This design comes from an exercise in tuning for small area and a short achievable clock period on the open sky130 flow, not from production work.
RTL that was checked went through simulation tests only; none was proved equivalent to the original.

==> flow/design.v <==
module M216A_TopModule(
    input  wire       clk_i,
    input  wire       rst_i,
    input  wire [4:0] width_i,
    input  wire [4:0] height_i,
    output wire [7:0] index_x_o,
    output wire [7:0] index_y_o,
    output wire [3:0] strike_o
);
    wire [4:0] h = height_i;
    reg s10, s4, s3, s9, s13, s8, s78, s5, s6, s7;
    always @(posedge clk_i) begin
        s10 <= h == 5'd4;
        s4  <= h == 5'd6 || h == 5'd7;
        s3  <= h == 5'd8 || h == 5'd9;
        s9  <= h == 5'd11 || h == 5'd12;
        s13 <= h >= 5'd13;
        s8  <= h == 5'd4 || h == 5'd5;
        s78 <= h == 5'd7 || h == 5'd8;
        s5  <= h == 5'd9 || h == 5'd10;
        s6  <= h == 5'd5 || h == 5'd6;
        s7  <= h == 5'd10 || h == 5'd11;
    end
    wire [4:0] w = width_i;
    wire valid = s10 | s4 | s3 | s9 | s13 | s8 | s78 | s5 | s6 | s7;
    reg       started;
    reg [1:0] p;
    always @(posedge clk_i) begin
        if (rst_i) begin
            started <= 1'b0;
            p <= 2'd0;
        end else begin
            if (valid) started <= 1'b1;
            if (valid | started) p <= p + 2'd1;
        end
    end
    wire clr = rst_i | ~started;
    reg  [52:1] RH, RT;
    wire [3:0] T1  = RT[4:1],   T2  = RT[8:5],   T3  = RT[12:9],  T4  = RT[16:13];
    wire [3:0] T5  = RT[20:17], T6  = RT[24:21], T7  = RT[28:25], T8  = RT[32:29];
    wire [3:0] T9  = RT[36:33], T10 = RT[40:37], T11 = RT[44:41], T12 = RT[48:45];
    wire [3:0] T13 = RT[52:49];
    wire ab0 = ~(s10 | s4 | s3 | s9 | s13);
    wire ab1 = ~(s8 | s78 | s5 | s13);
    wire ab2 = ~(s6 | s78 | s7 | s13);
    wire [3:0] A0 = {4{s10}} & T10 | {4{s4}} & T4 | {4{s3}} & T3 | {4{s9}} & T9
                  | {4{s13}} & T13 | {4{ab0}};
    wire [3:0] A1 = {4{s8}} & T8 | {4{s78}} & T1 | {4{s5}} & T5 | {4{s13}} & T12
                  | {4{ab1}};
    wire [3:0] A2 = {4{s6}} & T6 | {4{s78}} & T2 | {4{s7}} & T7 | {4{s13}} & T11
                  | {4{ab2}};
    wire p01 = ~(s78 & s3);
    wire p02 = ~(s78 & s3 | s4 & s6 | s9 & s7);
    function cmp4;
        input [3:0] a, b;
        input c;
        integer i;
        reg r;
        begin
            r = c;
            for (i = 0; i < 4; i = i + 1)
                r = (~a[i] & b[i]) | (~a[i] & r) | (b[i] & r);
            cmp4 = r;
        end
    endfunction
    wire [3:0] klo = 4'd0 - w[3:0];
    wire [3:0] kn  = p[0] ? 4'd7 : klo;
    reg le01, le02, le12, f0, f1, f2;
    always @(posedge clk_i) begin
        if (~p[1]) begin
            le01 <= cmp4(A0, A1, p[0] ? le01 : p01);
            le02 <= cmp4(A0, A2, p[0] ? le02 : p02);
            le12 <= cmp4(A1, A2, ~p[0] | le12);
            f0   <= cmp4(A0, kn, ~p[0] | f0);
            f1   <= cmp4(A1, kn, ~p[0] | f1);
            f2   <= cmp4(A2, kn, ~p[0] | f2);
        end
    end
    wire win0 = le01 & le02;
    wire win1 = ~le01 & le12;
    wire win2 = ~win0 & ~win1;
    wire fit = win0 & f0 | win1 & f1 | win2 & f2;
    wire [3:0] Tsel = {4{win0}} & A0 | {4{win1}} & A1 | {4{win2}} & A2;
    wire [3:0] cid = {4{win0 & s10}} & 4'd10 | {4{win0 & s4}} & 4'd4 | {4{win0 & s3}} & 4'd3
                   | {4{win0 & s9}} & 4'd9 | {4{win0 & s13}} & 4'd13
                   | {4{win1 & s8}} & 4'd8 | {4{win1 & s78}} & 4'd1 | {4{win1 & s5}} & 4'd5
                   | {4{win1 & s13}} & 4'd12
                   | {4{win2 & s6}} & 4'd6 | {4{win2 & s78}} & 4'd2 | {4{win2 & s7}} & 4'd7
                   | {4{win2 & s13}} & 4'd11;
    reg inc;
    wire [3:0] addend = p[0] ? {3'b0, inc} : w[3:0];
    wire [4:0] sum = Tsel + addend;
    reg [3:0] sumr;
    always @(posedge clk_i) begin
        inc  <= sum[4] | w[4];
        sumr <= sum[3:0];
    end
    reg [3:0] code;
    reg [6:0] xq;    
    always @(posedge clk_i) begin
        if (rst_i)
            code <= 4'd0;
        else if (p == 2'd2)
            code <= ~valid ? 4'd0 : (fit ? cid : 4'd15);
    end
    always @(posedge clk_i) begin
        if (p == 2'd2) xq[3:0] <= Tsel;
        if (p == 2'd3) xq[6:4] <= Tsel[2:0];
    end
    wire wph = p[0] ~^ p[1];    
    wire [3:0] wdat = sumr & {4{~clr}};
    reg  [13:1] wen;
    integer s;
    always @(*) begin
        for (s = 1; s <= 13; s = s + 1)
            wen[s] = clr | (wph & (code == s));
    end
    always @(posedge clk_i) begin
        for (s = 1; s <= 13; s = s + 1) begin
            RH[4*s -: 4] <= RT[4*s -: 4];
            RT[4*s -: 4] <= wen[s] ? wdat : RH[4*s -: 4];
        end
    end
    reg [7:0] ytab;
    always @(*) begin
        case (code)
            4'd1:  ytab = 8'd0;
            4'd2:  ytab = 8'd8;
            4'd3:  ytab = 8'd16;
            4'd4:  ytab = 8'd25;
            4'd5:  ytab = 8'd32;
            4'd6:  ytab = 8'd42;
            4'd7:  ytab = 8'd48;
            4'd8:  ytab = 8'd59;
            4'd9:  ytab = 8'd64;
            4'd10: ytab = 8'd76;
            4'd11: ytab = 8'd80;
            4'd12: ytab = 8'd96;
            4'd13: ytab = 8'd112;
            default: ytab = 8'd128;
        endcase
    end
    reg [6:0] xo, yo;
    reg       xy7;
    reg [3:0] so;
    wire strike = code == 4'd15;
    always @(posedge clk_i) begin
        if (rst_i) begin
            xo  <= 7'd0;
            yo  <= 7'd0;
            xy7 <= 1'b0;
            so  <= 4'd0;
        end else if (p == 2'd2 && code != 4'd0) begin
            xo  <= strike ? 7'd0 : xq;
            yo  <= ytab[6:0];
            xy7 <= strike;
            if (strike) so <= so + 4'd1;
        end
    end
    assign index_x_o = {xy7, xo};
    assign index_y_o = {xy7, yo};
    assign strike_o  = so;
endmodule
clock: 4.0 ns
lec_check: 0
cap_margin: 20
core_margin: 2
core_utilization: 40
cts_buf_list: sky130_fd_sc_hd__clkbuf_4 sky130_fd_sc_hd__clkbuf_8
gpl_timing_driven: 0
setup_slack_margin: 1.8
slew_margin: 20
standard.sh (not shown) runs the stock make flow with config.mk's settings and CLKGATE_MAP_FILE= SYNTH_SCRIPT=/design/flow/synth_recipe.tcl, a recipe that flattens the netlist after the stock synthesis.
==> flow/flow/run.sh <==
#!/bin/bash
# Standard layout with two changes: the port buffers are buf_2 cells, and
# synthesis maps the logic with flow/abc.script instead of ORFS's
# abc_speed.script (same synthesis otherwise, so the registers are the
# standard synthesis's).  Each step's output goes to its own log here.
set -e
rm -rf scripts_abc
cp -r "$FLOW_HOME/scripts" scripts_abc
cp flow/abc.script scripts_abc/abc_speed.script
export BUFFER_PORTS_ARGS="-buffer_cell sky130_fd_sc_hd__buf_2"
bash standard.sh SCRIPTS_DIR="$PWD/scripts_abc" CTS_ARGS='-sink_clustering_enable -repair_clock_nets -dont_use_dummy_load -buf_list {sky130_fd_sc_hd__clkbuf_4 sky130_fd_sc_hd__clkbuf_8}' finish > standard.log 2>&1
==> flow/flow/abc.script <==
strash
&get -n
&fraig -x
&put
scorr
dc2
dretime
strash
&get -n
&dch -f
&nf
&put
The starting point completed with no timing, DRC or antenna violations.
Edit:
--- a/flow/design.v
+++ b/flow/design.v
@@ -32,11 +32,11 @@
         end else begin
             if (valid) started <= 1'b1;
             if (valid | started) p <= p + 2'd1;
         end
     end
-    wire clr = rst_i | ~started;
+    wire clr = ~started;
     reg  [52:1] RH, RT;
     wire [3:0] T1  = RT[4:1],   T2  = RT[8:5],   T3  = RT[12:9],  T4  = RT[16:13];
     wire [3:0] T5  = RT[20:17], T6  = RT[24:21], T7  = RT[28:25], T8  = RT[32:29];
     wire [3:0] T9  = RT[36:33], T10 = RT[40:37], T11 = RT[44:41], T12 = RT[48:45];
     wire [3:0] T13 = RT[52:49];
@@ -85,32 +85,31 @@
                    | {4{win0 & s9}} & 4'd9 | {4{win0 & s13}} & 4'd13
                    | {4{win1 & s8}} & 4'd8 | {4{win1 & s78}} & 4'd1 | {4{win1 & s5}} & 4'd5
                    | {4{win1 & s13}} & 4'd12
                    | {4{win2 & s6}} & 4'd6 | {4{win2 & s78}} & 4'd2 | {4{win2 & s7}} & 4'd7
                    | {4{win2 & s13}} & 4'd11;
+    reg [4:0] wr;    
+    reg [6:0] xq;
     reg inc;
-    wire [3:0] addend = p[0] ? {3'b0, inc} : w[3:0];
-    wire [4:0] sum = Tsel + addend;
-    reg [3:0] sumr;
     always @(posedge clk_i) begin
-        inc  <= sum[4] | w[4];
-        sumr <= sum[3:0];
+        wr <= width_i;
+        if (p == 2'd2) xq[3:0] <= Tsel;
+        if (p == 2'd3) xq[6:4] <= Tsel[2:0];
     end
+    wire [4:0] lsum = xq[3:0] + wr[3:0];
+    always @(posedge clk_i) inc <= lsum[4] | wr[4];
+    wire [3:0] hsum = {1'b0, xq[6:4]} + {3'b0, inc};
+    wire [3:0] sum = p[0] ? lsum[3:0] : hsum;    
     reg [3:0] code;
-    reg [6:0] xq;    
     always @(posedge clk_i) begin
         if (rst_i)
             code <= 4'd0;
         else if (p == 2'd2)
             code <= ~valid ? 4'd0 : (fit ? cid : 4'd15);
     end
-    always @(posedge clk_i) begin
-        if (p == 2'd2) xq[3:0] <= Tsel;
-        if (p == 2'd3) xq[6:4] <= Tsel[2:0];
-    end
     wire wph = p[0] ~^ p[1];    
-    wire [3:0] wdat = sumr & {4{~clr}};
+    wire [3:0] wdat = sum & {4{~clr}};
     reg  [13:1] wen;
     integer s;
     always @(*) begin
         for (s = 1; s <= 13; s = s + 1)
             wen[s] = clr | (wph & (code == s));
@@ -138,21 +137,25 @@
             4'd12: ytab = 8'd96;
             4'd13: ytab = 8'd112;
             default: ytab = 8'd128;
         endcase
     end
+    reg ld, strike;
+    always @(posedge clk_i) begin
+        ld     <= ~rst_i & (p == 2'd1) & (code != 4'd0);
+        strike <= code == 4'd15;
+    end
     reg [6:0] xo, yo;
     reg       xy7;
     reg [3:0] so;
-    wire strike = code == 4'd15;
     always @(posedge clk_i) begin
         if (rst_i) begin
             xo  <= 7'd0;
             yo  <= 7'd0;
             xy7 <= 1'b0;
             so  <= 4'd0;
-        end else if (p == 2'd2 && code != 4'd0) begin
+        end else if (ld) begin
             xo  <= strike ? 7'd0 : xq;
             yo  <= ytab[6:0];
             xy7 <= strike;
             if (strike) so <= so + 4'd1;
         end
What happened: Final area falls by 3.0%; clock-buffer cell count does not change; first-iteration DRC count falls by 26%; global-route usage falls by 0.45 points; hold slack improves by 0.012 ns; die area rises by 2.4%; wire length falls by 0.42%.
No functional check of the RTL was part of the first run of this note.

==> re-timing with driven ports <==
Ports are ideal in the flow. The routed layouts listed here were re-timed in OpenROAD. Step 1 (the two cells are an assumption about what drives the block):
set clk [get_ports {clk_i}]
set_driving_cell -lib_cell sky130_fd_sc_hd__clkbuf_16 $clk
set_driving_cell -lib_cell sky130_fd_sc_hd__buf_2 [delete_from_list [all_inputs] $clk]
Step 2 adds t to the input delays and takes it off the output delays; t is the mean of the earliest and latest rising clock arrival at the registers after step 1. Input paths then give back, and output paths get back, about the clock's delay inside the block. Slacks: ideal / step 1 / step 2; pairs: ideal / step 1.
| run | shift t [ns] | setup slack, ns | worst hold slack (ns) | worst setup path at the end | worst register clock-pin slew, ns |
|---|---|---|---|---|---|
| the first run | 0.480 | 1.706 / 1.706 / 1.459 | 0.336 / 0.336 / 0.336 | input to register | 0.08 / 0.08 |
| the second run | 0.470 | 1.864 / 1.864 / 1.655 | 0.348 / 0.348 / 0.348 | input to register | 0.07 / 0.07 |
After both steps setup and hold are still met in every run listed. For the first run, which loses most, drivers alone change the setup slack by 0.000 ns; drivers and shift together by -0.247 ns.
